Context: an optimization exercise on an open-source flow, tuned for small area. The choices shown serve that exercise and are no tape-out recipe.
Only simulation tests tie the RTL to the original design; equivalence was not proved.
Power is estimated from default activity; no workload was simulated.

==> flow/design.v, too long to show whole: its modules and the start of the top module <==
// module uart_tx: 99 lines
// module uart_rx: 107 lines
// module i2c_master: 218 lines
// module spi_master: 115 lines
// module dsmod: 62 lines
// module rc_add: 23 lines
// module rc_inc: 19 lines
// module rc_dec: 16 lines
// module rc_geu: 17 lines
// module csi_add: 29 lines
// module cordic_iterative: 79 lines
// module lo_gen: 99 lines
// module freq_generator: 149 lines
// module memory: 384 lines
// module regs: 18 lines
// module alu: 159 lines
// module control: 204 lines
// module instructioncounter: 31 lines
// module csr: 94 lines
// module imm_gen: 18 lines
// module cpu: 256 lines
module cpu #(
    parameter int CLK_FREQ = 12_000_000,
    parameter int BAUD = 115_200
) (
    input logic clk,
    input logic reset,  
    input  logic so,
    output logic si,
    output logic sclk,
    output logic sram_ce,
    input  logic sda_i,
    output logic sda_o,
    output logic sda_oe,
    output logic scl,
    input  logic rx,
    output logic tx,
    input  logic [3:0] gpio_in,   
    output logic [3:0] gpio_out,
    output logic cos_ds,
    output logic cos_ds_n,
    output logic sin_ds,
    output logic sin_ds_n,
    output logic lo_i,
    output logic lo_q,
    output logic lo_ix,
    output logic lo_qx
);
  // ...
==> flow/run.sh <==
#!/bin/bash
# synth_recipe.tcl (not shown) runs the flow's synth.tcl, then flattens the netlist and writes it again
# the make line also repeats each setting of config.mk as NAME=value (left out here)
make -C /OpenROAD-flow-scripts/flow DESIGN_CONFIG=/design/flow/config.mk WORK_HOME=/design/flow/orfs CLKGATE_MAP_FILE= SYNTH_SCRIPT=/design/flow/synth_recipe.tcl finish
==> flow/config.mk <==
export PLATFORM = sky130hd
export DESIGN_NAME = cpu
export DESIGN_NICKNAME = cpu
export VERILOG_FILES = /design/flow/design.v
export SDC_FILE = /design/flow/constraint.sdc
export NUM_CORES = 4
export LEC_CHECK = 0
export ABC_AREA = 1
export CAP_MARGIN = 20
export CORE_MARGIN = 2
export CORE_UTILIZATION = 40
export CTS_CLUSTER_DIAMETER = 100
export CTS_CLUSTER_SIZE = 20
export SLEW_MARGIN = 20
==> flow/constraint.sdc <==
create_clock -name core_clock -period 12.0 [get_ports {clk}]
set_input_delay 2.4000 -clock core_clock [delete_from_list [all_inputs] [get_ports {clk}]]
set_output_delay 2.4000 -clock core_clock [all_outputs]
set_load 0.01 [all_outputs]
==> results.txt, run 1 <==
status=finished clean; clock transition time at the flip-flop clock pins of the worst setup and hold paths=0.09 ns; Seq cells=1731; DRT met1 WL=149000 um; r2r worst-path depth=52; Non-clk bufs=466; DRC errors left=0; Most Frequent Cell on Critical Path=fa_2; first-pass GRT wire length=543100 um; hold_ws=0.3569 ns; main combinational cell family by area after synthesis=simple AND/OR/NAND/NOR gates; DR WL met2=165400 um; Commonest cells post-synth=nand2_1, inv_1, o21ai_0, dfxtp_1, nor2_1; top cell type's share of synthesized area=22.74%; Max Cap Violations=0; IO Port Bufs=27; Final Max Slew Viols=0; largest net degree at the start of global routing=107; Yosys reg bits=1731; GR Util met1=37.44%; antenna viol nets, final=0; Num CTS Buffers=105; row count=183; Pre-antenna DRT Iters=8; Hold EP=memory_i.i2c_master.sda_i_sync1$_DFF_P_; global-route met2 utilization=45.39%; placed cells=14910; CTS root buf=clkbuf_16; CP arrival=12.12 ns; worst-margin pin slew=1.146 ns; clock power share=28.5%; multi-input gates=7719; Worst path top cell family by delay=adder cells; Vias per Instance=5.618; multi-input logic area=49750 um^2; Final Setup Violations=0; NonClk Buf Share=3.509%; post-CTS setup buffers=1; layout cells sized above 1=8.277%; switching power=4.722 mW; Design Area, Final=109600 um^2; inverters=1678; Pwr top=registers
==> module dsmod, before the edit <==
module dsmod (
	input  wire			i_clk,
	input  wire			i_ena_mod,
	input  wire			i_load_pre,		 
	input  wire [29:0]	i_data,
	input  wire [29:0]	i_data_nxt,		 
	input  wire			i_mode,			 
	input  wire [1:0]	i_osr,			 
	output wire			o_ds
);
	reg  [29:0] data_pre_r;
	reg  [29:0] diff_r;				 
	reg  [37:0] data_interp_r;
	reg  [41:0] accu2_r;
	reg  [41:0] accu3_r;
	assign o_ds = i_mode ? ~accu3_r[41] : ~accu2_r[39];
	wire [29:0] pre_nxt_w = !i_ena_mod ? 30'b0 : (i_load_pre ? i_data : data_pre_r);
	wire [29:0] diff_nxt_w;
	csi_add #(.W(30), .U(11)) u_diff (.a(i_data_nxt), .b(~pre_nxt_w), .ci(1'b1), .s(diff_nxt_w), .co(), .c_msb());
	reg  [37:0] data_step_w;
	always @(*) begin
		case (i_osr)
			2'd0:    data_step_w = {{5{diff_r[29]}}, diff_r, 3'b0};
			2'd1:    data_step_w = {{6{diff_r[29]}}, diff_r, 2'b0};
			2'd2:    data_step_w = {{7{diff_r[29]}}, diff_r, 1'b0};
			default: data_step_w = {{8{diff_r[29]}}, diff_r};
		endcase
	end
	wire [37:0] interp_nxt_w;
	csi_add #(.W(38), .U(16)) u_interp (.a(data_interp_r), .b(data_step_w), .ci(1'b0), .s(interp_nxt_w), .co(), .c_msb());
	wire [41:0] in_ext_w = {{4{data_interp_r[37]}}, data_interp_r};
	wire [4:0] a2_hi_w;
	rc_add #(.W(5)) u_acc2_fb (.a(accu2_r[41:37]), .b({{4{o_ds}}, 1'b1}), .ci(1'b0), .s(a2_hi_w), .co(), .c_msb());
	wire [41:0] accu2_nxt_w;
	csi_add #(.W(42), .U(19)) u_acc2 (.a({a2_hi_w, accu2_r[36:0]}), .b(in_ext_w), .ci(1'b0), .s(accu2_nxt_w), .co(), .c_msb());
	wire [3:0] a3_hi_w;
	rc_add #(.W(4)) u_acc3_fb (.a(accu3_r[41:38]), .b({{3{o_ds}}, 1'b1}), .ci(1'b0), .s(a3_hi_w), .co(), .c_msb());
	wire [41:0] a3_w = {a3_hi_w, accu3_r[37:0]};
	wire [41:0] cs_s_w, cs_c_w;
	genvar i;
	generate
		for (i = 0; i < 42; i = i + 1) begin : g_csa
			assign cs_s_w[i] = a3_w[i] ^ accu2_r[i] ^ in_ext_w[i];
			assign cs_c_w[i] = (a3_w[i] & accu2_r[i]) | (in_ext_w[i] & (a3_w[i] ^ accu2_r[i]));
		end
	endgenerate
	wire [41:0] accu3_nxt_w;
	csi_add #(.W(42), .U(18)) u_acc3 (.a(cs_s_w), .b({cs_c_w[40:0], 1'b0}), .ci(1'b0), .s(accu3_nxt_w), .co(), .c_msb());
	always @(posedge i_clk) begin
		data_pre_r <= pre_nxt_w;
		diff_r <= diff_nxt_w;
		if (!i_ena_mod) begin
			accu2_r <= 42'b0;
			accu3_r <= 42'b0;
			data_interp_r <= 38'b0;
		end else begin
			accu2_r <= accu2_nxt_w;
			accu3_r <= accu3_nxt_w;
			data_interp_r <= interp_nxt_w;
		end
	end
endmodule  
==> module cordic_iterative, before the edit <==
module cordic_iterative (
    input  wire        clk_i,
    input  wire        rstn_i,
    input  wire        strb_data_valid_i,
    input  wire [29:0] Z_i,
    output wire [29:0] X_o,
    output wire [29:0] Y_o,
    output wire        strb_data_valid_o
);
  localparam [29:0] K_INIT = 30'b010011011011101001011110001101;
  reg  [29:0] x_r, y_r, z_r;
  reg  [ 4:0] shift_value;
  localparam [899:0] ATAN_TABLE = {
    30'b000000000000000000000000000000,
    30'b000000000000000000000000000001,
    30'b000000000000000000000000000001,
    30'b000000000000000000000000000011,
    30'b000000000000000000000000000101,
    30'b000000000000000000000000001010,
    30'b000000000000000000000000010100,
    30'b000000000000000000000000101001,
    30'b000000000000000000000001010001,
    30'b000000000000000000000010100011,
    30'b000000000000000000000101000110,
    30'b000000000000000000001010001100,
    30'b000000000000000000010100011000,
    30'b000000000000000000101000110000,
    30'b000000000000000001010001011111,
    30'b000000000000000010100010111110,
    30'b000000000000000101000101111101,
    30'b000000000000001010001011111010,
    30'b000000000000010100010111110011,
    30'b000000000000101000101111100110,
    30'b000000000001010001011111001100,
    30'b000000000010100010111110010101,
    30'b000000000101000101111100010101,
    30'b000000001010001011110110001000,
    30'b000000010100010111010111111000,
    30'b000000101000101100001101010001,
    30'b000001010001000100010001110101,
    30'b000010011111101100111000010111,
    30'b000100101110010000000101000111,
    30'b001000000000000000000000000000};
  wire [29:0] angle = (shift_value < 5'd30) ? ATAN_TABLE[shift_value*30 +: 30] : 30'd0;
  wire        dir_up = ~z_r[29];
  wire [29:0] y_shr = $signed(y_r) >>> shift_value;
  wire [29:0] x_shr = $signed(x_r) >>> shift_value;
  wire [29:0] sx, sy;
  wire        cox, cmx, coy, cmy;
  csi_add #(.W(30), .U(12)) u_x (.a(x_r), .b(y_shr ^ {30{dir_up}}), .ci(dir_up), .s(sx), .co(cox), .c_msb(cmx));
  csi_add #(.W(30), .U(12)) u_y (.a(y_r), .b(x_shr ^ {30{~dir_up}}), .ci(~dir_up), .s(sy), .co(coy), .c_msb(cmy));
  wire [29:0] dx = (cox ^ cmx) ? {x_r[29], {29{~x_r[29]}}} : sx;
  wire [29:0] dy = (coy ^ cmy) ? {y_r[29], {29{~y_r[29]}}} : sy;
  wire [29:0] dz;
  csi_add #(.W(30), .U(11)) u_z (.a(z_r), .b(angle ^ {30{dir_up}}), .ci(dir_up), .s(dz), .co(), .c_msb());
  wire z_hi = (Z_i[29:28] == 2'b01) && (Z_i[27:0] != 28'd0);   
  wire z_lo = (Z_i[29:28] == 2'b10);                            
  always @(posedge clk_i) begin
    if (strb_data_valid_i) z_r <= {z_hi ? 2'b00 : (z_lo ? 2'b11 : Z_i[29:28]), Z_i[27:0]};
    else z_r <= dz;
    if (!rstn_i) begin
      x_r <= 30'd0;
      y_r <= 30'd0;
    end else if (strb_data_valid_i) begin
      x_r <= (z_hi || z_lo) ? 30'd0 : K_INIT;
      y_r <= z_hi ? K_INIT : (z_lo ? -K_INIT : 30'd0);
    end else begin
      x_r <= dx;
      y_r <= dy;
    end
  end
  always @(posedge clk_i) begin
    if (!rstn_i || strb_data_valid_i) shift_value <= 5'd0;
    else if (shift_value != 5'd31) shift_value <= shift_value + 5'd1;
  end
  assign strb_data_valid_o = (shift_value == 5'd30);
  assign X_o = x_r;
  assign Y_o = y_r;
endmodule
==> module freq_generator, before the edit <==
module freq_generator (
    input logic        clk,
    input logic        reset_n,
    input logic [29:0] f_c,
    input logic [ 1:0] osr_level,    
    input logic [ 2:0] lo_div_sel,
    input logic        ds_mode,
    input logic        ds_invert,
    input logic start,
    output logic active,
    output logic cos_ds,
    output logic cos_ds_n,
    output logic sin_ds,
    output logic sin_ds_n,
    output logic lo_i,
    output logic lo_q,
    output logic lo_ix,
    output logic lo_qx
);
  localparam logic [7:0] CORDIC_START = 31;
  logic [ 7:0] OSR;
  logic [29:0] theta;
  logic [29:0] cosine, cosine_nxt;
  logic [29:0] sine, sine_nxt;
  logic [29:0] X_o;
  logic [29:0] Y_o;
  logic        cordic_strb_i;
  logic        cordic_strb_o;
  logic        transmission_reset_n;
  cordic_iterative cordic (
      .clk_i(clk),
      .rstn_i(transmission_reset_n),
      .strb_data_valid_i(cordic_strb_i),
      .Z_i(theta),
      .X_o(X_o),
      .Y_o(Y_o),
      .strb_data_valid_o(cordic_strb_o)
  );
  logic       mod_ena;
  logic [7:0] fetch_ctr, fetch_ctr_dec;
  rc_dec #(.W(8)) u_fetch_dec (.a(fetch_ctr), .s(fetch_ctr_dec));
  always_ff @(posedge clk) begin
    if (!mod_ena) fetch_ctr <= 8'd0;
    else fetch_ctr <= (fetch_ctr == 8'd0) ? OSR : fetch_ctr_dec;
  end
  logic load_pre;
  assign load_pre = (fetch_ctr == 8'd1);
  logic cos_o_ds;
  dsmod dsmod_cos (
      .i_clk(clk),
      .i_ena_mod(mod_ena),
      .i_load_pre(load_pre),
      .i_data(cosine),
      .i_data_nxt(cosine_nxt),
      .i_mode(ds_mode),
      .i_osr(osr_level),
      .o_ds(cos_o_ds)
  );
  assign cos_ds   = cos_o_ds ^ ds_invert;
  assign cos_ds_n = ~cos_ds;
  logic sin_o_ds;
  dsmod dsmod_sin (
      .i_clk(clk),
      .i_ena_mod(mod_ena),
      .i_load_pre(load_pre),
      .i_data(sine),
      .i_data_nxt(sine_nxt),
      .i_mode(ds_mode),
      .i_osr(osr_level),
      .o_ds(sin_o_ds)
  );
  assign sin_ds   = sin_o_ds ^ ds_invert;
  assign sin_ds_n = ~sin_ds;
  lo_gen lo_gen (
      .i_clk(clk),
      .i_enable(mod_ena),
      .i_div_sel(lo_div_sel),
      .o_lo_i(lo_i),
      .o_lo_q(lo_q),
      .o_lo_ix(lo_ix),
      .o_lo_qx(lo_qx)
  );
  typedef enum logic [1:0] {
    IDLE,
    CORDIC_ONLY,   
    DSMOD_ONLY,    
    DSMOD_CORDIC   
  } transmit_state_t;
  transmit_state_t transmit_state;
  logic [7:0] transmit_counter, transmit_counter_dec;
  rc_dec #(.W(8)) u_tc_dec (.a(transmit_counter), .s(transmit_counter_dec));
  logic [29:0] theta_nxt;
  csi_add #(.W(30), .U(7)) u_theta (.a(theta), .b(f_c), .ci(1'b0), .s(theta_nxt), .co(), .c_msb());
  assign cosine_nxt = cordic_strb_o ? X_o : cosine;
  assign sine_nxt   = cordic_strb_o ? Y_o : sine;
  always_ff @(posedge clk) begin
    transmission_reset_n <= 1;
    cosine <= cosine_nxt;
    sine   <= sine_nxt;
    if (cordic_strb_o) theta <= theta_nxt;
    case (transmit_state)
      IDLE: begin
        if (start) begin
          transmit_state <= CORDIC_ONLY;
          cordic_strb_i <= 1;
          theta <= 0;
        end
      end
      CORDIC_ONLY: begin
        cordic_strb_i <= 0;
        if (cordic_strb_o) begin
          transmit_state <= DSMOD_ONLY;
          transmit_counter <= OSR;
          mod_ena <= 1;
        end
      end
      DSMOD_ONLY: begin
        transmit_counter <= transmit_counter_dec;
        if (transmit_counter[7:5] == 3'b000) begin   
          transmit_state <= DSMOD_CORDIC;
          cordic_strb_i  <= 1;
        end
      end
      DSMOD_CORDIC: begin
        cordic_strb_i <= 0;
        if (transmit_counter == 0) begin
          transmit_counter <= OSR;
          transmit_state   <= DSMOD_ONLY;
        end else transmit_counter <= transmit_counter_dec;
      end
    endcase
    if (reset_n == 0) begin
      transmission_reset_n <= 0;
      cordic_strb_i <= 0;
      theta <= 0;
      mod_ena <= 0;
      transmit_state <= IDLE;
    end
  end
  always_comb begin
    case (osr_level)
      2'b00: OSR = 8'd31;
      2'b01: OSR = 8'd63;
      2'b10: OSR = 8'd127;
      default: OSR = 8'd255;
    endcase
  end
  assign active = (transmit_state == IDLE) ? 0 : 1;
endmodule
==> module alu, before the edit <==
module alu (
    input  logic [31:0] a,                
    input  logic [31:0] b,                
    input  logic [16:0] instruction,      
    input  logic        force_add,        
    output logic [31:0] sum,
    output logic [31:0] rd,
    output logic        illegal_instruction
);
localparam logic [6:0] OP_RTYPE = 7'b0110011;
localparam logic [6:0] OP_ITYPE = 7'b0010011;
localparam logic [6:0] OP_LUI = 7'b0110111;
localparam logic [6:0] OP_AUIPC = 7'b0010111;
localparam logic [6:0] OP_LW = 7'b0000011;
localparam logic [6:0] OP_SW = 7'b0100011;
localparam logic [6:0] OP_JALR = 7'b1100111;
localparam logic [6:0] OP_JAL = 7'b1101111;
localparam logic [6:0] OP_BRANCH = 7'b1100011;
localparam logic [6:0] OP_MRET = 7'b1110011;
localparam logic [6:0] OP_CSR = 7'b1110011;
localparam logic [6:0] FUNCT7_ADD = 7'b0000000;
localparam logic [2:0] FUNCT3_ADD = 3'b000;
localparam logic [6:0] FUNCT7_SUB = 7'b0100000;
localparam logic [2:0] FUNCT3_SUB = 3'b000;
localparam logic [6:0] FUNCT7_AND = 7'b0000000;
localparam logic [2:0] FUNCT3_AND = 3'b111;
localparam logic [6:0] FUNCT7_OR = 7'b0000000;
localparam logic [2:0] FUNCT3_OR = 3'b110;
localparam logic [6:0] FUNCT7_XOR = 7'b0000000;
localparam logic [2:0] FUNCT3_XOR = 3'b100;
localparam logic [6:0] FUNCT7_SLT = 7'b0000000;
localparam logic [2:0] FUNCT3_SLT = 3'b010;
localparam logic [6:0] FUNCT7_SLTU = 7'b0000000;
localparam logic [2:0] FUNCT3_SLTU = 3'b011;
localparam logic [6:0] FUNCT7_SRA = 7'b0100000;
localparam logic [2:0] FUNCT3_SRA = 3'b101;
localparam logic [6:0] FUNCT7_SRL = 7'b0000000;
localparam logic [2:0] FUNCT3_SRL = 3'b101;
localparam logic [6:0] FUNCT7_SLL = 7'b0000000;
localparam logic [2:0] FUNCT3_SLL = 3'b001;
localparam logic [2:0] FUNCT3_ADDI = 3'b000;
localparam logic [2:0] FUNCT3_ANDI = 3'b111;
localparam logic [2:0] FUNCT3_ORI = 3'b110;
localparam logic [2:0] FUNCT3_XORI = 3'b100;
localparam logic [2:0] FUNCT3_SLTI = 3'b010;
localparam logic [2:0] FUNCT3_SLTIU = 3'b011;
localparam logic [6:0] FUNCT7_SRAI = 7'b0100000;
localparam logic [2:0] FUNCT3_SRAI = 3'b101;
localparam logic [6:0] FUNCT7_SRLI = 7'b0000000;
localparam logic [2:0] FUNCT3_SRLI = 3'b101;
localparam logic [6:0] FUNCT7_SLLI = 7'b0000000;
localparam logic [2:0] FUNCT3_SLLI = 3'b001;
localparam logic [2:0] FUNCT3_MEM_B = 3'b000;
localparam logic [2:0] FUNCT3_MEM_H = 3'b001;
localparam logic [2:0] FUNCT3_MEM_W = 3'b010;
localparam logic [2:0] FUNCT3_LBU = 3'b100;
localparam logic [2:0] FUNCT3_LHU = 3'b101;
localparam logic [2:0] FUNCT3_BEQ = 3'b000;
localparam logic [2:0] FUNCT3_BNE = 3'b001;
localparam logic [2:0] FUNCT3_BLT = 3'b100;
localparam logic [2:0] FUNCT3_BGE = 3'b101;
localparam logic [2:0] FUNCT3_BLTU = 3'b110;
localparam logic [2:0] FUNCT3_BGEU = 3'b111;
localparam logic [6:0] FUNCT7_MRET = 7'b0011000;
localparam logic [2:0] FUNCT3_MRET = 3'b000;
localparam logic [2:0] FUNCT3_CSRW = 3'b001;
localparam logic [2:0] FUNCT3_CSRR = 3'b010;
  logic [6:0] opcode;
  logic [6:0] funct7;
  logic [2:0] funct3;
  assign opcode = instruction[6:0];
  assign funct7 = instruction[16:10];
  assign funct3 = instruction[9:7];
  logic is_op, is_opi, is_branch, is_lwsw, is_sys;
  assign is_op     = (opcode == OP_RTYPE);
  assign is_opi    = (opcode == OP_ITYPE);
  assign is_branch = (opcode == OP_BRANCH);
  assign is_lwsw   = (opcode == OP_LW) || (opcode == OP_SW);
  assign is_sys    = (opcode == OP_CSR);
  logic f7_zero, f7_alt;
  assign f7_zero = (funct7 == 7'b0000000);
  assign f7_alt  = (funct7 == 7'b0100000);
  logic op_ok, opi_ok;
  assign op_ok  = f7_zero || (f7_alt && (funct3 == 3'b000 || funct3 == 3'b101));
  assign opi_ok = (funct3 == 3'b001) ? f7_zero : (funct3 == 3'b101) ? (f7_zero || f7_alt) : 1'b1;
  always_comb begin
    illegal_instruction = 1'b1;
    case (opcode)
      OP_RTYPE:  illegal_instruction = ~op_ok;
      OP_ITYPE:  illegal_instruction = ~opi_ok;
      OP_CSR:
      illegal_instruction = ~((funct3 == FUNCT3_CSRR) || (funct3 == FUNCT3_CSRW) ||
                              (funct3 == 3'b000 && funct7 == FUNCT7_MRET));
      OP_BRANCH: illegal_instruction = (funct3[2:1] == 2'b01);
      OP_JAL, OP_JALR, OP_LUI, OP_AUIPC, OP_LW, OP_SW: illegal_instruction = 1'b0;
      default:   illegal_instruction = 1'b1;
    endcase
  end
  logic is_sub;
  assign is_sub = ~force_add & (is_branch |
                  ((is_op | is_opi) & (funct3[2:1] == 2'b01)) |
                  (is_op & (funct3 == 3'b000) & funct7[5]));
  logic carry;
  csi_add #(.W(32), .U(13)) u_add (.a(a), .b(b ^ {32{is_sub}}), .ci(is_sub), .s(sum), .co(carry), .c_msb());
  logic lt_u, lt_s, eq;
  assign lt_u = ~carry;
  assign lt_s = (a[31] ^ b[31]) ? a[31] : sum[31];
  assign eq   = (sum == 32'd0);   
  logic is_sll;
  assign is_sll = (funct3 == 3'b001);
  logic [31:0] sh_in, sh_out, sh_r;
  always_comb begin
    for (int i = 0; i < 32; i++) sh_in[i] = is_sll ? a[31-i] : a[i];
  end
  assign sh_r = $signed({funct7[5] & ~is_sll & a[31], sh_in}) >>> b[4:0];
  always_comb begin
    for (int i = 0; i < 32; i++) sh_out[i] = is_sll ? sh_r[31-i] : sh_r[i];
  end
  logic br_taken;
  always_comb begin
    case (funct3)
      3'b000:  br_taken = eq;
      3'b001:  br_taken = ~eq;
      3'b100:  br_taken = lt_s;
      3'b101:  br_taken = ~lt_s;
      3'b110:  br_taken = lt_u;
      default: br_taken = ~lt_u;
    endcase
  end
  always_comb begin
    rd = 32'b0;
    case (opcode)
      OP_RTYPE, OP_ITYPE: begin
        if (is_op ? op_ok : opi_ok) begin
          case (funct3)
            3'b000:  rd = sum;
            3'b001:  rd = sh_out;
            3'b010:  rd = {31'b0, lt_s};
            3'b011:  rd = {31'b0, lt_u};
            3'b100:  rd = a ^ b;
            3'b101:  rd = sh_out;
            3'b110:  rd = a | b;
            default: rd = a & b;
          endcase
        end
      end
      OP_LUI:   rd = b;
      OP_AUIPC: rd = sum;
      OP_LW, OP_SW: begin
        if (funct3 == 3'b000 || funct3 == 3'b001 || funct3 == 3'b010 || funct3 == 3'b100 ||
            funct3 == 3'b101)
          rd = sum;
      end
      OP_JALR: rd = {7'b0, 2'b01, sum[22:1], 1'b0};
      OP_BRANCH: rd = {7'b0, ~br_taken, 24'b0};
      default: rd = 32'b0;
    endcase
  end
endmodule
==> run 2, diff against run 1 <==
--- a/flow/design.v
+++ b/flow/design.v
@@ -557,5 +557,5 @@
 	wire [29:0] pre_nxt_w = !i_ena_mod ? 30'b0 : (i_load_pre ? i_data : data_pre_r);
 	wire [29:0] diff_nxt_w;
-	csi_add #(.W(30), .U(11)) u_diff (.a(i_data_nxt), .b(~pre_nxt_w), .ci(1'b1), .s(diff_nxt_w), .co(), .c_msb());
+	csi_add #(.W(30), .U(14)) u_diff (.a(i_data_nxt), .b(~pre_nxt_w), .ci(1'b1), .s(diff_nxt_w), .co(), .c_msb());
 	reg  [37:0] data_step_w;
 	always @(*) begin
@@ -568,10 +568,10 @@
 	end
 	wire [37:0] interp_nxt_w;
-	csi_add #(.W(38), .U(16)) u_interp (.a(data_interp_r), .b(data_step_w), .ci(1'b0), .s(interp_nxt_w), .co(), .c_msb());
+	csi_add #(.W(38), .U(19)) u_interp (.a(data_interp_r), .b(data_step_w), .ci(1'b0), .s(interp_nxt_w), .co(), .c_msb());
 	wire [41:0] in_ext_w = {{4{data_interp_r[37]}}, data_interp_r};
 	wire [4:0] a2_hi_w;
 	rc_add #(.W(5)) u_acc2_fb (.a(accu2_r[41:37]), .b({{4{o_ds}}, 1'b1}), .ci(1'b0), .s(a2_hi_w), .co(), .c_msb());
 	wire [41:0] accu2_nxt_w;
-	csi_add #(.W(42), .U(19)) u_acc2 (.a({a2_hi_w, accu2_r[36:0]}), .b(in_ext_w), .ci(1'b0), .s(accu2_nxt_w), .co(), .c_msb());
+	csi_add #(.W(42), .U(22)) u_acc2 (.a({a2_hi_w, accu2_r[36:0]}), .b(in_ext_w), .ci(1'b0), .s(accu2_nxt_w), .co(), .c_msb());
 	wire [3:0] a3_hi_w;
 	rc_add #(.W(4)) u_acc3_fb (.a(accu3_r[41:38]), .b({{3{o_ds}}, 1'b1}), .ci(1'b0), .s(a3_hi_w), .co(), .c_msb());
@@ -586,5 +586,5 @@
 	endgenerate
 	wire [41:0] accu3_nxt_w;
-	csi_add #(.W(42), .U(18)) u_acc3 (.a(cs_s_w), .b({cs_c_w[40:0], 1'b0}), .ci(1'b0), .s(accu3_nxt_w), .co(), .c_msb());
+	csi_add #(.W(42), .U(21)) u_acc3 (.a(cs_s_w), .b({cs_c_w[40:0], 1'b0}), .ci(1'b0), .s(accu3_nxt_w), .co(), .c_msb());
 	always @(posedge i_clk) begin
 		data_pre_r <= pre_nxt_w;
@@ -755,10 +755,10 @@
   wire [29:0] sx, sy;
   wire        cox, cmx, coy, cmy;
-  csi_add #(.W(30), .U(12)) u_x (.a(x_r), .b(y_shr ^ {30{dir_up}}), .ci(dir_up), .s(sx), .co(cox), .c_msb(cmx));
-  csi_add #(.W(30), .U(12)) u_y (.a(y_r), .b(x_shr ^ {30{~dir_up}}), .ci(~dir_up), .s(sy), .co(coy), .c_msb(cmy));
+  csi_add #(.W(30), .U(15)) u_x (.a(x_r), .b(y_shr ^ {30{dir_up}}), .ci(dir_up), .s(sx), .co(cox), .c_msb(cmx));
+  csi_add #(.W(30), .U(15)) u_y (.a(y_r), .b(x_shr ^ {30{~dir_up}}), .ci(~dir_up), .s(sy), .co(coy), .c_msb(cmy));
   wire [29:0] dx = (cox ^ cmx) ? {x_r[29], {29{~x_r[29]}}} : sx;
   wire [29:0] dy = (coy ^ cmy) ? {y_r[29], {29{~y_r[29]}}} : sy;
   wire [29:0] dz;
-  csi_add #(.W(30), .U(11)) u_z (.a(z_r), .b(angle ^ {30{dir_up}}), .ci(dir_up), .s(dz), .co(), .c_msb());
+  csi_add #(.W(30), .U(13)) u_z (.a(z_r), .b(angle ^ {30{dir_up}}), .ci(dir_up), .s(dz), .co(), .c_msb());
   wire z_hi = (Z_i[29:28] == 2'b01) && (Z_i[27:0] != 28'd0);   
   wire z_lo = (Z_i[29:28] == 2'b10);                            
@@ -978,5 +978,5 @@
   rc_dec #(.W(8)) u_tc_dec (.a(transmit_counter), .s(transmit_counter_dec));
   logic [29:0] theta_nxt;
-  csi_add #(.W(30), .U(7)) u_theta (.a(theta), .b(f_c), .ci(1'b0), .s(theta_nxt), .co(), .c_msb());
+  csi_add #(.W(30), .U(9)) u_theta (.a(theta), .b(f_c), .ci(1'b0), .s(theta_nxt), .co(), .c_msb());
   assign cosine_nxt = cordic_strb_o ? X_o : cosine;
   assign sine_nxt   = cordic_strb_o ? Y_o : sine;
@@ -1540,5 +1540,5 @@
                   (is_op & (funct3 == 3'b000) & funct7[5]));
   logic carry;
-  csi_add #(.W(32), .U(13)) u_add (.a(a), .b(b ^ {32{is_sub}}), .ci(is_sub), .s(sum), .co(carry), .c_msb());
+  csi_add #(.W(32), .U(15)) u_add (.a(a), .b(b ^ {32{is_sub}}), .ci(is_sub), .s(sum), .co(carry), .c_msb());
   logic lt_u, lt_s, eq;
   assign lt_u = ~carry;
==> run 2 against run 1 <==
Cell area shrank 0.68%. Synthesized cell count up 1.3%. Sequential cell count did not move. Combinational power shrank 2%. Setup slack better by 0.089 ns. Die area up 0.88%. Clock power rose by 1%. Area after synthesis grew 0.89%. Total power about the same. Worst hold slack worse by 0.022 ns.
==> results.txt, run 2 <==
largest net degree at the start of global routing=96 (was 107); Final Hold Vio Count=0 (unchanged); Unique masters post-synth=79 (was 83); Num CTS Buffers=103 (was 105); fmax=87.31 MHz (was 86.64 MHz); H-tree depth=3 (unchanged); clock latency on the worst-skew pair=0.88 ns (was 0.83 ns); Yosys reg bits=1731 (unchanged); Pleak=44.86 nW (was 44.94 nW); reg2reg setup slack=0.55 ns (was 0.46 ns); Final min period=11.45 ns (was 11.54 ns); hold_buf cts=0 (unchanged); worst-margin pin slew=1.218 ns (was 1.146 ns); worst vdd ir=0.1406 mV (was 0.1185 mV); die width=505.5 um (was 503.3 um); global-route met2 utilization=48.47% (was 45.39%); period utilization=95.44% (was 96.18%); Flop pwr share=47.6% (was 47.4%); drt total wl=382100 um (was 369500 um); Pwr Density=125.7 nW/um^2 (was 124.9 nW/um^2); ys flop type=dfxtp_1 (unchanged); WS Path Type=flop to flop (unchanged); Final Max Slew Viols=0 (unchanged); status=finished clean (unchanged); total power=13.67 mW (was 13.68 mW); # IOs=28 (unchanged); Post-synth ARST share=0% (unchanged); Sink Count=1731 (unchanged); CP Data Required Time=12.62 ns (was 12.58 ns); clk buf depth=3 (unchanged); Largest register FFs=480 (unchanged); core area=250700 um^2 (was 248200 um^2); first-pass GRT wire length=556400 um (was 543100 um); CP arrival=12.07 ns (was 12.12 ns); clock transition time at the flip-flop clock pins of the worst setup and hold paths=0.11 ns (was 0.09 ns); IO Port Bufs=27 (unchanged); Comb pwr share=23.6% (was 24.1%); Post-synth EDFFs=755 (unchanged); Mapped Area=100600 um^2 (was 99720 um^2); routability congestion estimate=1.033 (was 1.052); worst hold path class=flop to flop (unchanged); vias=84950 (was 84870); overall routing resource usage=29.24% (was 28.65%); most frequent cells in the layout=nand2_1, inv_1, o21ai_0 (unchanged); row count=184 (was 183); CTS root buf=clkbuf_16 (unchanged); fillers=24900 (was 24340); Power Internal=8.870 mW (was 8.960 mW); Critical Path Start Type=flop (unchanged); switching part of the total=35.13% (was 34.51%); CTS tree=built (unchanged); Initial Util=40.13% (was 40.18%); Final Setup Violations=0 (unchanged); unrepaired setup endpoints after global routing=false; vias in the first global route=82680 (was 81640); Placed Area=105400 um^2 (was 105500 um^2); Synth Net Count=12700 (was 12540); GRT busiest layer=met2 (unchanged); Synth-to-Final Area Change=8.147% (was 9.861%); crit-path max FO=11 (was 8); sequential area share after synthesis=41.96% (was 42.33%); Area contributors post-synth=edfxtp_1, dfxtp_1, fa_1 (unchanged); top cell type's share of synthesized area=22.54% (was 22.74%); switching power=4.803 mW (was 4.722 mW); initial antenna violation count=22 (unchanged); Buf+Inv Stages, Crit Path=2 (was 6); max incr delay on CP=0.45 ns (was 0.40 ns); Commonest cells post-synth=nand2_1, inv_1, o21ai_0, dfxtp_1, nor2_1 (unchanged); Worst path top cell family by delay=adder cells (unchanged); Setup crit end kind=flop (unchanged); DRC errors left=0 (unchanged); GR Util met1=36.49% (was 37.44%); Most Frequent Cell on Critical Path=fa_1 (was fa_2); slew margin rel.=17.77% (was 23.55%); Max Cap Violations=0 (unchanged); most common cell after layout, fill and taps aside=nand2_1 (unchanged); Die H=505.5 um (was 503.3 um); count leader, synth=nand2_1 (unchanged); clock skew=0.1078 ns (was 0.07890 ns); layout cells sized above 1=6.519% (was 8.277%); Iteration-0 DRC Markers=8897 (was 9626); Pre-antenna DRT Iters=8 (unchanged); clock power share=28.9% (was 28.5%); Vias per Instance=5.605 (was 5.618); crit path max-delay cell type=dfxtp_1 (was fa_1); die area=255500 um^2 (was 253300 um^2); largest reg by FF count=regs.registers (unchanged); Nets=12600 (was 12570); Avg Cell Area, Syn=8.506 um^2 (was 8.544 um^2); largest registers=regs.registers (480), memory_i.mtime (64), memory_i.mtimecmp (64) (unchanged); wire per inst=25.21 um (was 24.46 um); Syn. warnings=16 (unchanged); Mapped Cells=11830 (was 11670); GR Overflow Total=0 (unchanged); GRT met3 Usage=3.788% (was 4.843%); Design Area, Final=108800 um^2 (was 109600 um^2); TNS Setup=0 ns (unchanged); dpl hpwl=283100 um (was 268600 um); post-synth top area cell=edfxtp_1 (unchanged); antenna viol nets, final=0 (unchanged)
run 2: cell types whose count changed after synthesis, moves of 15 or more:
cell,change
o21ai_0,-53
nor3_1,+20
inv_1,+19
nand2_1,+126
clkbuf_1,-17
nor2_2,+17
o221ai_1,-32
inv_2,+20
a221oi_1,+20
a22o_1,-15
a211oi_1,+33
nor2_1,-23
xor2_1,+23
run 2: path summary, 6_finish.rpt:
check,start,endpoint,cells past startpoint
min reg2reg,memory_i.i2c_master.sda_i_sync0$_DFF_P_,memory_i.i2c_master.sda_i_sync1$_DFF_P_,0
max,control_i.state_q[0]$_SDFFE_PN0P_,rd_alu[24]$_DFFE_PP_,52
max reg2reg,control_i.state_q[0]$_SDFFE_PN0P_,rd_alu[24]$_DFFE_PP_,52
min,memory_i.i2c_master.sda_i_sync0$_DFF_P_,memory_i.i2c_master.sda_i_sync1$_DFF_P_,0
run 2: layout make-up:
type,instances,area [um^2],share of cell area (%)
antenna,10,25.02,0.02300
clock buffer,159,2839,2.609
clock inverter,21,396.6,0.3645
inverter,1710,6432,5.912
multi-input combinational,7839,50060,46.01
sequential,1731,42230,38.81
tap,3348,4189,3.850
timing repair buffer,337,2636,2.423
run 2: power groups by stage:
stage | registers [mW] | clock network (mW) | logic, mW
CTS | 6.50 | 4.02 | 3.12
global placement | 6.63 | 0.00104 | 3.09
global route | 6.52 | 4.20 | 3.38
detailed placement | 6.63 | 0.00104 | 3.11
finish | 6.51 | 3.95 | 3.22
floorplan | 6.59 | 0.00104 | 1.71
run 2: per-layer routing:
| layer | vias to the layer above | share of wire, % |
|---|---|---|
| li1 | 38950 | - |
| met5 | - | 0.013 |
| met2 | 3587 | 47 |
| met3 | 851 | 7.1 |
| met1 | 41560 | 39 |
| met4 | 8 | 6.9 |
run 2: logic make-up after synthesis:
kind of cell             share of synthesized area (%)
multiplexers                                    0.2388
XOR/XNOR                                         2.098
flip-flops                                       41.96
adder cells (fa/ha/maj)                          14.68
buffers and inverters                            8.691
AO/OA/AOI/OAI                                    14.32
AND/OR/NAND/NOR                                  18.01
run 2: what timing repair did:
action / CTS / global route
setup endpoints to repair: 0 / 25
buffers inserted: 0 / 4
resized for setup: 0 / 28
run 2: through the flow:
stage | setup WS, ns | hold slack [ns] | std cells | util [%]
floorplan | 0.7611 | 0.3096 | 11830 | -
global placement | 0.2617 | 0.3154 | 14960 | 42.04
detailed placement | 0.3769 | 0.3179 | 14960 | 42.04
CTS | 0.3077 | 0.3396 | 15140 | 43.33
global route | 0.01776 | 0.3446 | 15150 | 43.39
finish | 0.5472 | 0.3348 | 15160 | 43.40
==> module memory, before the edit <==
module memory #(
    parameter int CLK_FREQ,
    parameter int BAUD
) (
    input logic clk,
    input logic reset,
    input logic ce,      
    input logic spi_slow_mode,
    input logic [ 2:0] funct3,
    input logic [31:0] addr,
    input logic [31:0] datain,
    input logic        memwrite,
    output logic [31:0] dataout,
    output logic        busy,
    output logic        valid,
    input  logic so,
    output logic si,
    output logic sclk,
    output logic sram_ce,
    output logic scl,
    input  logic sda_i,
    output logic sda_o,
    output logic sda_oe,
    input  logic rx,
    output logic tx,
    output logic uart_rx_valid,
    input  logic [2:0] gpio_in,
    output logic [3:0] gpio_out,
    output logic cos_ds,
    output logic cos_ds_n,
    output logic sin_ds,
    output logic sin_ds_n,
    output logic lo_i,
    output logic lo_q,
    output logic lo_ix,
    output logic lo_qx,
    output logic intr_timer,
    output logic load_access_fault
);
localparam logic [6:0] OP_RTYPE = 7'b0110011;
localparam logic [6:0] OP_ITYPE = 7'b0010011;
localparam logic [6:0] OP_LUI = 7'b0110111;
localparam logic [6:0] OP_AUIPC = 7'b0010111;
localparam logic [6:0] OP_LW = 7'b0000011;
localparam logic [6:0] OP_SW = 7'b0100011;
localparam logic [6:0] OP_JALR = 7'b1100111;
localparam logic [6:0] OP_JAL = 7'b1101111;
localparam logic [6:0] OP_BRANCH = 7'b1100011;
localparam logic [6:0] OP_MRET = 7'b1110011;
localparam logic [6:0] OP_CSR = 7'b1110011;
localparam logic [6:0] FUNCT7_ADD = 7'b0000000;
localparam logic [2:0] FUNCT3_ADD = 3'b000;
localparam logic [6:0] FUNCT7_SUB = 7'b0100000;
localparam logic [2:0] FUNCT3_SUB = 3'b000;
localparam logic [6:0] FUNCT7_AND = 7'b0000000;
localparam logic [2:0] FUNCT3_AND = 3'b111;
localparam logic [6:0] FUNCT7_OR = 7'b0000000;
localparam logic [2:0] FUNCT3_OR = 3'b110;
localparam logic [6:0] FUNCT7_XOR = 7'b0000000;
localparam logic [2:0] FUNCT3_XOR = 3'b100;
localparam logic [6:0] FUNCT7_SLT = 7'b0000000;
localparam logic [2:0] FUNCT3_SLT = 3'b010;
localparam logic [6:0] FUNCT7_SLTU = 7'b0000000;
localparam logic [2:0] FUNCT3_SLTU = 3'b011;
localparam logic [6:0] FUNCT7_SRA = 7'b0100000;
localparam logic [2:0] FUNCT3_SRA = 3'b101;
localparam logic [6:0] FUNCT7_SRL = 7'b0000000;
localparam logic [2:0] FUNCT3_SRL = 3'b101;
localparam logic [6:0] FUNCT7_SLL = 7'b0000000;
localparam logic [2:0] FUNCT3_SLL = 3'b001;
localparam logic [2:0] FUNCT3_ADDI = 3'b000;
localparam logic [2:0] FUNCT3_ANDI = 3'b111;
localparam logic [2:0] FUNCT3_ORI = 3'b110;
localparam logic [2:0] FUNCT3_XORI = 3'b100;
localparam logic [2:0] FUNCT3_SLTI = 3'b010;
localparam logic [2:0] FUNCT3_SLTIU = 3'b011;
localparam logic [6:0] FUNCT7_SRAI = 7'b0100000;
localparam logic [2:0] FUNCT3_SRAI = 3'b101;
localparam logic [6:0] FUNCT7_SRLI = 7'b0000000;
localparam logic [2:0] FUNCT3_SRLI = 3'b101;
localparam logic [6:0] FUNCT7_SLLI = 7'b0000000;
localparam logic [2:0] FUNCT3_SLLI = 3'b001;
localparam logic [2:0] FUNCT3_MEM_B = 3'b000;
localparam logic [2:0] FUNCT3_MEM_H = 3'b001;
localparam logic [2:0] FUNCT3_MEM_W = 3'b010;
localparam logic [2:0] FUNCT3_LBU = 3'b100;
localparam logic [2:0] FUNCT3_LHU = 3'b101;
localparam logic [2:0] FUNCT3_BEQ = 3'b000;
localparam logic [2:0] FUNCT3_BNE = 3'b001;
localparam logic [2:0] FUNCT3_BLT = 3'b100;
localparam logic [2:0] FUNCT3_BGE = 3'b101;
localparam logic [2:0] FUNCT3_BLTU = 3'b110;
localparam logic [2:0] FUNCT3_BGEU = 3'b111;
localparam logic [6:0] FUNCT7_MRET = 7'b0011000;
localparam logic [2:0] FUNCT3_MRET = 3'b000;
localparam logic [2:0] FUNCT3_CSRW = 3'b001;
localparam logic [2:0] FUNCT3_CSRR = 3'b010;
  localparam logic [5:0] I2C_DEVICE_LO   = 6'h03;
  localparam logic [5:0] I2C_MASK_LO     = 6'h05;
  localparam logic [5:0] I2C_ACK_LO      = 6'h06;
  localparam logic [5:0] MTIME_LO        = 6'h08;
  localparam logic [5:0] MTIMEH_LO       = 6'h0C;
  localparam logic [5:0] MTIMECMP_LO     = 6'h10;
  localparam logic [5:0] MTIMECMPH_LO    = 6'h14;
  localparam logic [5:0] FREQ_STATUS_LO  = 6'h18;
  localparam logic [5:0] FREQ_OSR_FC_LO  = 6'h1C;
  localparam logic [5:0] FREQ_LO_DIV_LO  = 6'h20;
  localparam logic [5:0] UART_RX_STATUS_LO = 6'h21;
  localparam logic [5:0] UART_RX_DATA_LO = 6'h22;
  localparam logic [5:0] UART_RX_CPB_LO  = 6'h24;
  localparam logic [5:0] UART_TX_CPB_LO  = 6'h28;
  localparam logic [5:0] SCL_RATIO_LO    = 6'h2C;
  typedef enum logic [2:0] {
    IDLE,
    WRITING,
    READING,
    GPIO_WAIT,
    CONTROL_REG,
    VALID,
    FINISH,
    FAULT
  } states_t;
  states_t        state;
  logic    [63:0] mtime;
  logic    [63:0] mtimecmp;
  logic master_busy;
  logic sram_busy, sram_valid;
  logic i2c_req, i2c_busy, i2c_valid;
  logic [6:0] i2c_addr;
  logic [3:0] i2c_mask;
  logic       sram_rx_we, i2c_rx_we, i2c_rx_clr, i2c_rx_bit;
  logic [4:0] sram_rx_index, i2c_rx_pos;
  logic [2:0] gpio_in_sync;
  logic sclk_flag;
  logic is_sram, is_periph, is_gpio_out, is_gpio_in, is_uart_tx, is_i2c_dev, is_i2c_data, is_ctrl;
  assign is_sram     = (addr[31:23] == 9'd0);
  assign is_periph   = (addr[31:6] == 26'h0020000);   
  assign is_gpio_out = is_periph && addr[5:0] == 6'h00;
  assign is_gpio_in  = is_periph && addr[5:0] == 6'h01;
  assign is_uart_tx  = is_periph && addr[5:0] == 6'h02;
  assign is_i2c_dev  = is_periph && addr[5:0] == 6'h03;
  assign is_i2c_data = is_periph && addr[5:0] == 6'h04;
  assign is_ctrl     = is_periph && addr[5:0] >= 6'h05 && addr[5:0] <= 6'h2C;
  logic tgt_sram, tgt_i2c, tgt_uart;
  assign tgt_sram = is_sram;
  assign tgt_i2c  = is_i2c_data;
  assign tgt_uart = is_uart_tx;
  logic sram_req;
  spi_master sram_master (
      .clk(clk),
      .reset(reset),
      .req(sram_req),
      .slow_mode(spi_slow_mode),
      .si(si),
      .so(so),
      .sclk(sclk),
      .ce(sram_ce),
      .addr(addr[22:0]),
      .byte_mask(funct3[1:0]),
      .data_in(datain),
      .rx_we(sram_rx_we),
      .rx_index(sram_rx_index),
      .write(memwrite),
      .busy(sram_busy),
      .valid(sram_valid)
  );
  logic [4:0] i2c_acks;
  localparam TARGET = 100_000;   
  localparam SCL_RATIO_DEFAULT = (CLK_FREQ / TARGET) / 2;
  logic [15:0] scl_ratio;
  i2c_master i2c_master (
      .clk(clk),
      .reset(reset),
      .req(i2c_req),
      .scl_ratio(scl_ratio),
      .sda_i(sda_i),
      .sda_o(sda_o),
      .sda_oe(sda_oe),
      .scl(scl),
      .device_addr(i2c_addr),
      .mask(i2c_mask),
      .data_in(datain),
      .rx_we(i2c_rx_we),
      .rx_pos(i2c_rx_pos),
      .rx_clr(i2c_rx_clr),
      .rx_bit(i2c_rx_bit),
      .write(memwrite),
      .busy(i2c_busy),
      .valid(i2c_valid),
      .acks(i2c_acks)
  );
  localparam BIT_P = 1_000_000_000 * 1 / BAUD;   
  localparam CLK_P = 1_000_000_000 * 1 / CLK_FREQ;   
  localparam [15:0] CYCLES_PER_BIT_DEFAULT = 16'(BIT_P / CLK_P);
  logic uart_tx_busy;
  logic uart_tx_en;
  logic [15:0] uart_tx_cpb;
  uart_tx uart_transmitter (
      .clk(clk),
      .resetn(reset),
      .uart_txd(tx),
      .uart_tx_busy(uart_tx_busy),
      .uart_tx_en(uart_tx_en),
      .uart_tx_data(datain[7:0]),
      .CYCLES_PER_BIT(uart_tx_cpb)
  );
  logic [ 2:0] uart_rx_status;
  logic [ 7:0] uart_rx_data;
  logic [15:0] uart_rx_cpb;
  assign uart_rx_valid = uart_rx_status[2];
  uart_rx uart_receiver (
      .clk(clk),
      .resetn(reset),
      .uart_rxd(rx),
      .uart_rx_en(uart_rx_status[0]),
      .uart_rx_break(uart_rx_status[1]),
      .uart_rx_valid(uart_rx_status[2]),
      .uart_rx_data(uart_rx_data),
      .CYCLES_PER_BIT(uart_rx_cpb)
  );
  logic [ 2:0] freq_status;
  logic [31:0] osr_fc_reg;
  logic [ 4:0] ds_lo_conf;
  freq_generator freq_inst (
      .clk(clk),
      .reset_n(freq_status[0]),
      .f_c(osr_fc_reg[29:0]),
      .osr_level(osr_fc_reg[31:30]),
      .lo_div_sel(ds_lo_conf[2:0]),
      .ds_mode(ds_lo_conf[3]),
      .ds_invert(ds_lo_conf[4]),
      .start(freq_status[1]),
      .active(freq_status[2]),
      .cos_ds(cos_ds),
      .cos_ds_n(cos_ds_n),
      .sin_ds(sin_ds),
      .sin_ds_n(sin_ds_n),
      .lo_i(lo_i),
      .lo_q(lo_q),
      .lo_ix(lo_ix),
      .lo_qx(lo_qx)
  );
  logic [63:0] mtime_inc;
  logic [3:0] mtime_blk_ci;
  assign mtime_blk_ci = {&mtime[47:0], &mtime[31:0], &mtime[15:0], 1'b1};
  for (genvar g = 0; g < 4; g++) begin : g_mtime_inc
    rc_inc #(.W(16)) u_inc (.a(mtime[16*g+15:16*g]), .ci(mtime_blk_ci[g]), .s(mtime_inc[16*g+15:16*g]), .co());
  end
  always_ff @(posedge clk) begin
    mtime <= mtime_inc;
    gpio_in_sync <= gpio_in;
    if (reset == 0) begin
      state <= IDLE;
      uart_tx_en <= 0;
      mtime <= 0;
      mtimecmp <= 0;
      freq_status[1:0] <= 2'b00;
      gpio_out <= 4'd0;
      gpio_in_sync <= 3'd0;
      uart_rx_status[0] <= 1'b0;
      osr_fc_reg <= {2'b11, 30'b000001100111110101011101010101};
      uart_tx_cpb <= CYCLES_PER_BIT_DEFAULT;
      uart_rx_cpb <= CYCLES_PER_BIT_DEFAULT;
      scl_ratio <= SCL_RATIO_DEFAULT[15:0];
      i2c_mask <= 4'b1111;
      i2c_addr <= 7'b0;
      ds_lo_conf <= 5'b00100;
    end else if (ce) begin
      state <= IDLE;
      uart_tx_en <= 0;
    end else begin
      case (state)
        IDLE: begin
          sclk_flag <= 0;
          if (is_sram) begin
            state <= memwrite ? WRITING : READING;
          end else if (is_gpio_out) begin
            if (memwrite) begin
              gpio_out <= datain[3:0];
              state <= GPIO_WAIT;
            end else begin
              dataout <= 0;
              state   <= FAULT;
            end
          end else if (is_gpio_in) begin
            if (~memwrite) begin
              dataout <= {29'b0, gpio_in_sync};
              state <= GPIO_WAIT;
            end else state <= FAULT;
          end else if (is_uart_tx) begin
            if (memwrite) begin
              uart_tx_en <= 1;
              state <= WRITING;
            end else state <= FAULT;
          end else if (is_i2c_dev || is_ctrl) begin
            state <= CONTROL_REG;
          end else if (is_i2c_data) begin
            state <= memwrite ? WRITING : READING;
          end else state <= FAULT;
        end
        READING: begin
          if (master_busy) sclk_flag <= 1;
          if (tgt_sram && sram_rx_we) dataout[{~sram_rx_index[4:3], sram_rx_index[2:0]}] <= so;
          if (tgt_i2c && i2c_rx_clr) dataout <= 32'b0;
          if (tgt_i2c && i2c_rx_we) dataout[i2c_rx_pos] <= i2c_rx_bit;
          if (sclk_flag && ~master_busy) begin
            state <= VALID;
            if (tgt_sram) begin
              case (funct3)
                FUNCT3_MEM_B: dataout[31:8] <= 24'b0;
                FUNCT3_LBU:   dataout[31:8] <= {24{dataout[7]}};
                FUNCT3_MEM_H: dataout[31:16] <= 16'b0;
                FUNCT3_LHU:   dataout[31:16] <= {16{dataout[15]}};
                default: ;
              endcase
            end
          end
        end
        WRITING: begin
          if (master_busy) begin
            sclk_flag <= 1;
            if (tgt_uart) uart_tx_en <= 0;
          end
          if (sclk_flag && ~master_busy) state <= FINISH;
        end
        GPIO_WAIT: state <= FINISH;
        CONTROL_REG: begin
          state <= FINISH;
          if (memwrite) begin
            case (addr[5:0])
              I2C_DEVICE_LO:     i2c_addr <= datain[6:0];
              I2C_MASK_LO:       i2c_mask <= datain[3:0];
              MTIME_LO:          mtime[31:0] <= datain;
              MTIMEH_LO:         mtime[63:32] <= datain;
              MTIMECMP_LO:       mtimecmp[31:0] <= datain;
              MTIMECMPH_LO:      mtimecmp[63:32] <= datain;
              FREQ_STATUS_LO:    freq_status[1:0] <= datain[1:0];
              FREQ_OSR_FC_LO:    osr_fc_reg <= datain;
              FREQ_LO_DIV_LO:    ds_lo_conf <= datain[4:0];
              UART_RX_STATUS_LO: uart_rx_status[0] <= datain[0];
              UART_RX_CPB_LO:    uart_rx_cpb <= datain[15:0];
              UART_TX_CPB_LO:    uart_tx_cpb <= datain[15:0];
              SCL_RATIO_LO:      scl_ratio <= datain[15:0];
              default: ;
            endcase
          end else begin
            case (addr[5:0])
              I2C_DEVICE_LO:     dataout <= {25'b0, i2c_addr};
              I2C_MASK_LO:       dataout <= {28'b0, i2c_mask};
              I2C_ACK_LO:        dataout <= {27'b0, i2c_acks};
              MTIME_LO:          dataout <= mtime[31:0];
              MTIMEH_LO:         dataout <= mtime[63:32];
              MTIMECMP_LO:       dataout <= mtimecmp[31:0];
              MTIMECMPH_LO:      dataout <= mtimecmp[63:32];
              FREQ_STATUS_LO:    dataout <= {29'b0, freq_status};
              FREQ_OSR_FC_LO:    dataout <= osr_fc_reg;
              FREQ_LO_DIV_LO:    dataout <= {27'b0, ds_lo_conf};
              UART_RX_STATUS_LO: dataout <= {29'b0, uart_rx_status};
              UART_RX_DATA_LO:   dataout <= {24'b0, uart_rx_data};
              UART_RX_CPB_LO:    dataout <= {16'b0, uart_rx_cpb};
              UART_TX_CPB_LO:    dataout <= {16'b0, uart_tx_cpb};
              SCL_RATIO_LO:      dataout <= {16'b0, scl_ratio};
              default: ;
            endcase
          end
        end
        default: ;   
      endcase
    end
  end
  logic reading_or_writing;
  assign reading_or_writing = (state == READING || state == WRITING);
  always_comb begin
    master_busy = sram_busy;
    if (tgt_i2c) master_busy = i2c_busy;
    else if (tgt_uart) master_busy = uart_tx_busy;
  end
  assign busy = (state == READING || state == WRITING || state == GPIO_WAIT || state == CONTROL_REG) ? 1'b1 : 1'b0;
  assign valid = (state == VALID) ? 1'b1 : 1'b0;
  assign i2c_req  = ~(tgt_i2c && reading_or_writing);
  assign sram_req = ~(tgt_sram && reading_or_writing);
  assign intr_timer = (mtime >= mtimecmp);
  assign load_access_fault = (state == FAULT) ? 1 : 0;
endmodule   
==> run 3, diff against run 2 <==
--- a/flow/design.v
+++ b/flow/design.v
@@ -1290,16 +1290,5 @@
       uart_tx_en <= 0;
       mtime <= 0;
-      mtimecmp <= 0;
-      freq_status[1:0] <= 2'b00;
-      gpio_out <= 4'd0;
       gpio_in_sync <= 3'd0;
-      uart_rx_status[0] <= 1'b0;
-      osr_fc_reg <= {2'b11, 30'b000001100111110101011101010101};
-      uart_tx_cpb <= CYCLES_PER_BIT_DEFAULT;
-      uart_rx_cpb <= CYCLES_PER_BIT_DEFAULT;
-      scl_ratio <= SCL_RATIO_DEFAULT[15:0];
-      i2c_mask <= 4'b1111;
-      i2c_addr <= 7'b0;
-      ds_lo_conf <= 5'b00100;
     end else if (ce) begin
       state <= IDLE;
@@ -1313,5 +1302,4 @@
           end else if (is_gpio_out) begin
             if (memwrite) begin
-              gpio_out <= datain[3:0];
               state <= GPIO_WAIT;
             end else begin
@@ -1365,17 +1353,6 @@
           if (memwrite) begin
             case (addr[5:0])
-              I2C_DEVICE_LO:     i2c_addr <= datain[6:0];
-              I2C_MASK_LO:       i2c_mask <= datain[3:0];
               MTIME_LO:          mtime[31:0] <= datain;
               MTIMEH_LO:         mtime[63:32] <= datain;
-              MTIMECMP_LO:       mtimecmp[31:0] <= datain;
-              MTIMECMPH_LO:      mtimecmp[63:32] <= datain;
-              FREQ_STATUS_LO:    freq_status[1:0] <= datain[1:0];
-              FREQ_OSR_FC_LO:    osr_fc_reg <= datain;
-              FREQ_LO_DIV_LO:    ds_lo_conf <= datain[4:0];
-              UART_RX_STATUS_LO: uart_rx_status[0] <= datain[0];
-              UART_RX_CPB_LO:    uart_rx_cpb <= datain[15:0];
-              UART_TX_CPB_LO:    uart_tx_cpb <= datain[15:0];
-              SCL_RATIO_LO:      scl_ratio <= datain[15:0];
               default: ;
             endcase
@@ -1405,4 +1382,23 @@
     end
   end
+  localparam logic [31:0] OSR_FC_DEFAULT = {2'b11, 30'b000001100111110101011101010101};
+  logic        ctl_wr;
+  logic [31:0] d_rst;
+  assign ctl_wr = reset && !ce && (state == CONTROL_REG) && memwrite;
+  assign d_rst  = reset ? datain : 32'd0;
+  always_ff @(posedge clk) begin
+    if (!reset || (ctl_wr && addr[5:0] == I2C_DEVICE_LO)) i2c_addr <= d_rst[6:0];
+    if (!reset || (ctl_wr && addr[5:0] == I2C_MASK_LO)) i2c_mask <= reset ? datain[3:0] : 4'b1111;
+    if (!reset || (ctl_wr && addr[5:0] == MTIMECMP_LO)) mtimecmp[31:0] <= d_rst;
+    if (!reset || (ctl_wr && addr[5:0] == MTIMECMPH_LO)) mtimecmp[63:32] <= d_rst;
+    if (!reset || (ctl_wr && addr[5:0] == FREQ_STATUS_LO)) freq_status[1:0] <= d_rst[1:0];
+    if (!reset || (ctl_wr && addr[5:0] == FREQ_OSR_FC_LO)) osr_fc_reg <= reset ? datain : OSR_FC_DEFAULT;
+    if (!reset || (ctl_wr && addr[5:0] == FREQ_LO_DIV_LO)) ds_lo_conf <= reset ? datain[4:0] : 5'b00100;
+    if (!reset || (ctl_wr && addr[5:0] == UART_RX_STATUS_LO)) uart_rx_status[0] <= d_rst[0];
+    if (!reset || (ctl_wr && addr[5:0] == UART_RX_CPB_LO)) uart_rx_cpb <= reset ? datain[15:0] : CYCLES_PER_BIT_DEFAULT;
+    if (!reset || (ctl_wr && addr[5:0] == UART_TX_CPB_LO)) uart_tx_cpb <= reset ? datain[15:0] : CYCLES_PER_BIT_DEFAULT;
+    if (!reset || (ctl_wr && addr[5:0] == SCL_RATIO_LO)) scl_ratio <= reset ? datain[15:0] : SCL_RATIO_DEFAULT[15:0];
+    if (!reset || (!ce && state == IDLE && is_gpio_out && memwrite)) gpio_out <= d_rst[3:0];
+  end
   logic reading_or_writing;
   assign reading_or_writing = (state == READING || state == WRITING);
==> run 3 against run 2 <==
Clock power is essentially flat. Global-route usage is 0.44 points lower. Critical endpoint unchanged. Die area down 0.78%. Count of clock-buffer cells in the layout fell by 15.
==> results.txt, run 3 <==
worst vdd ir=0.1496 mV (was 0.1406 mV); Post-synth EDFFs=922 (was 755); unrepaired setup endpoints after global routing=false (unchanged); GR Overflow Total=0 (unchanged); CP arrival=12.01 ns (was 12.07 ns); slew margin rel.=16.21% (was 17.77%); Sink Count=1731 (unchanged); Setup crit end kind=flop (unchanged); # IOs=28 (unchanged); worst-margin pin slew=1.245 ns (was 1.218 ns); worst setup margin=0.4968 ns (was 0.5472 ns); largest registers=regs.registers (480), memory_i.mtime (64), memory_i.mtimecmp (64) (unchanged); CTS root buf=clkbuf_16 (unchanged); die area=253600 um^2 (was 255500 um^2); Pwr Density=156.2 nW/um^2 (was 125.7 nW/um^2); Synth Area in Simple Gates=18.09% (was 18.01%); clock power share=23.5% (was 28.9%); clock transition time at the flip-flop clock pins of the worst setup and hold paths=0.10 ns (was 0.11 ns); most common cell after layout, fill and taps aside=nand2_1 (unchanged); multiplexer share of the synthesized area=0.2620% (was 0.2388%); IO Port Bufs=27 (unchanged); routability congestion estimate=1.005 (was 1.033); Yosys reg bits=1731 (unchanged); count leader, synth=nand2_1 (unchanged); Final min period=11.50 ns (was 11.45 ns); post-synthesis adder-cell area fraction=14.81% (was 14.68%); Power Internal=10.31 mW (was 8.870 mW); most frequent cells in the layout=nand2_1, inv_1, o21ai_0 (unchanged); Area contributors post-synth=edfxtp_1, dfxtp_1, fa_1 (unchanged); crit path max-delay cell type=fa_1 (was dfxtp_1); drt total wl=370900 um (was 382100 um); CTS tree=built (unchanged); Flop pwr share=41.3% (was 47.6%); clock skew=0.1332 ns (was 0.1078 ns); switching part of the total=39.18% (was 35.13%); top cell type's share of synthesized area=27.74% (was 22.54%); DRC errors left=0 (unchanged); first-pass GRT wire length=539900 um (was 556400 um); Compound-Gate Fraction of Synth Area=12.73% (was 14.32%); hold_buf cts=0 (unchanged); period utilization=95.86% (was 95.44%); Hold EP=memory_i.i2c_master.sda_i_sync1$_DFF_P_ (unchanged); Nets=12200 (was 12600); layout cells sized above 1=6.241% (was 6.519%); Comb pwr share=35.2% (was 23.6%); status=finished clean (unchanged); non-filler cells, final=14730 (was 15160); R2R Path End=rd_alu[24]$_DFFE_PP_ (unchanged); Critical Path Start Type=flop (unchanged); Final Hold Vio Count=0 (unchanged); sequential area share after synthesis=43.96% (was 41.96%); Unique masters post-synth=75 (was 79); Max Cap Violations=0 (unchanged); Pleak=44.66 nW (was 44.86 nW); Initial Util=40.18% (was 40.13%); main combinational cell family by area after synthesis=simple AND/OR/NAND/NOR gates (unchanged); Syn. warnings=16 (unchanged); Final Max Slew Viols=0 (unchanged); XOR/XNOR Fraction of Synth Area=2.141% (was 2.098%); Avg Cell Area, Syn=8.779 um^2 (was 8.506 um^2); hold_ws=0.3466 ns (was 0.3348 ns); dpl ws=0.5087 ns (was 0.3769 ns); Post-synth ARST share=0% (unchanged); hold path depth=0 (unchanged); HP Start=memory_i.i2c_master.sda_i_sync0$_DFF_P_ (unchanged); reg2reg setup slack=0.50 ns (was 0.55 ns); Die H=503.5 um (was 505.5 um); TNS Setup=0 ns (unchanged); vias in the first global route=80020 (was 82680); switching power=6.640 mW (was 4.803 mW); max incr delay on CP=0.44 ns (was 0.45 ns); Vias per Instance=5.604 (was 5.605); Synth Net Count=12240 (was 12700); clk buf depth=3 (unchanged); initial antenna violation count=14 (was 22); FF-to-FF Start=control_i.state_q[1]$_SDFFE_PN0P_ (was control_i.state_q[0]$_SDFFE_PN0P_); crit-path max FO=11 (unchanged); Largest register FFs=480 (unchanged); ys flop type=edfxtp_1 (was dfxtp_1); post-synth top area cell=edfxtp_1 (unchanged); Commonest cells post-synth=nand2_1, inv_1, o21ai_0, edfxtp_1, nor2_1 (was nand2_1, inv_1, o21ai_0, dfxtp_1, nor2_1); Mapped Cells=11370 (was 11830); largest net degree at the start of global routing=130 (was 96); WS Path Type=flop to flop (unchanged); clock latency on the worst-skew pair=0.88 ns (about the same); dpl hpwl=274900 um (was 283100 um); Synth-to-Final Area Change=8.662% (was 8.147%); overall routing resource usage=28.80% (was 29.24%); die width=503.5 um (was 505.5 um); Final Setup Violations=0 (unchanged); H-tree depth=3 (unchanged); Pre-antenna DRT Iters=6 (was 8); worst hold path class=flop to flop (unchanged); row count=183 (was 184); Num CTS Buffers=106 (was 103); vias=82560 (was 84950); wire per inst=25.18 um (was 25.21 um); Most Frequent Cell on Critical Path=fa_1 (unchanged); core area=248400 um^2 (was 250700 um^2); antenna viol nets, final=0 (unchanged); CP Data Required Time=12.51 ns (was 12.62 ns); fmax=86.93 MHz (was 87.31 MHz); placed cells=14550 (was 14960); r2r worst-path depth=51 (was 52); Iteration-0 DRC Markers=9275 (was 8897); largest reg by FF count=regs.registers (unchanged); Mapped Area=99820 um^2 (was 100600 um^2)
run 3: cell count changes after synthesis, sizes merged, moves of 48 or more:
cell    previous run  this run
nor2             987       915
inv             1694      1558
edfxtp           755       922
nand3            605       653
o21ai           1059       991
dfxtp            976       809
a21oi            624       490
run 3: cell type report:
type,instances,area (um^2)
diodes,9,22.52
well taps,3330,4167
clock inverters,28,499.2
multi-input cells,7568,48390
fillers,24260,140000
inverters,1570,5908
flip-flops and latches,1731,43890
repair buffers,351,2765
clock buffers,144,2825
run 3: critical path: cells and delay by family (launching register included):
| kind | cells | cell delay [ns] |
|---|---|---|
| buf+inv | 5 | 0.63 |
| fa+ha+maj | 16 | 6.42 |
| compound gates | 3 | 0.46 |
| flops | 1 | 0.37 |
| xor+xnor | 1 | 0.18 |
| simple gates | 26 | 3.09 |
run 3: worst max-delay path by stage:
stage                                                               start                                                   endpoint  slack (ns)  depth (start not counted)
floorplan                           memory_i.osr_fc_reg[31]$_SDFFCE_PN1P_  memory_i.freq_inst.dsmod_cos.data_interp_r[37]$_SDFF_PN0_        0.95                         50
global placement                    memory_i.osr_fc_reg[30]$_SDFFCE_PN1P_  memory_i.freq_inst.dsmod_sin.data_interp_r[37]$_SDFF_PN0_        0.32                         49
detailed placement                      control_i.state_q[0]$_SDFFE_PN0P_                                       rd_alu[24]$_DFFE_PP_        0.51                         51
CTS                                     control_i.state_q[0]$_SDFFE_PN0P_                                       rd_alu[24]$_DFFE_PP_        0.35                         50
global route        memory_i.freq_inst.cordic.shift_value[0]$_SDFFE_PP0P_                memory_i.freq_inst.cordic.x_r[8]$_SDFF_PN0_       0.006                         47
finish                                  control_i.state_q[1]$_SDFFE_PN0P_                                       rd_alu[24]$_DFFE_PP_        0.50                         51
run 3: layer usage:
layer / track usage [%] / vias to the layer above / routed length, um
li1: - / 37730 / -
met1: 38.18 / 40520 / 153600
met2: 45.45 / 3611 / 166600
met3: 5.652 / 697 / 31420
met4: 13.12 / 4 / 19300
met5: 0 / - / 23
run 3: kinds of logic (layout without fill, tap and decap cells):
family	Yosys count	in the layout
AND/OR/NAND/NOR	4293	4293
AO/OA/AOI/OAI	2141	2141
buffers and inverters	2071	2093
flip-flops	1731	1731
adder cells (fa/ha/maj)	864	864
XOR/XNOR	244	244
multiplexers	26	26
other	0	9
run 3: what timing repair did:
action	4_1_cts	5_1_grt
gates resized for setup	0	26
endpoints found under the setup margin	0	66
buffers inserted	0	6
hold endpoints to repair	0	0
run 3: power groups by stage:
stage | clock network (mW) | logic, mW | registers, mW
after floorplan | 0.00104 | 3.75 | 6.96
after global placement | 0.00104 | 5.75 | 7.11
after detailed placement | 0.00104 | 5.80 | 7.12
after CTS | 4.06 | 5.86 | 6.98
after global routing | 4.25 | 6.56 | 7.02
final | 3.98 | 5.97 | 6.99
run 3: through the flow:
step	total power, mW	utilization, %	cell area, um^2
after CTS	16.90	43.59	108300
after floorplan	10.71	-	99820
final	16.95	43.66	108500
after global placement	12.87	42.23	104900
after global routing	17.83	43.65	108400
after detailed placement	12.92	42.26	105000
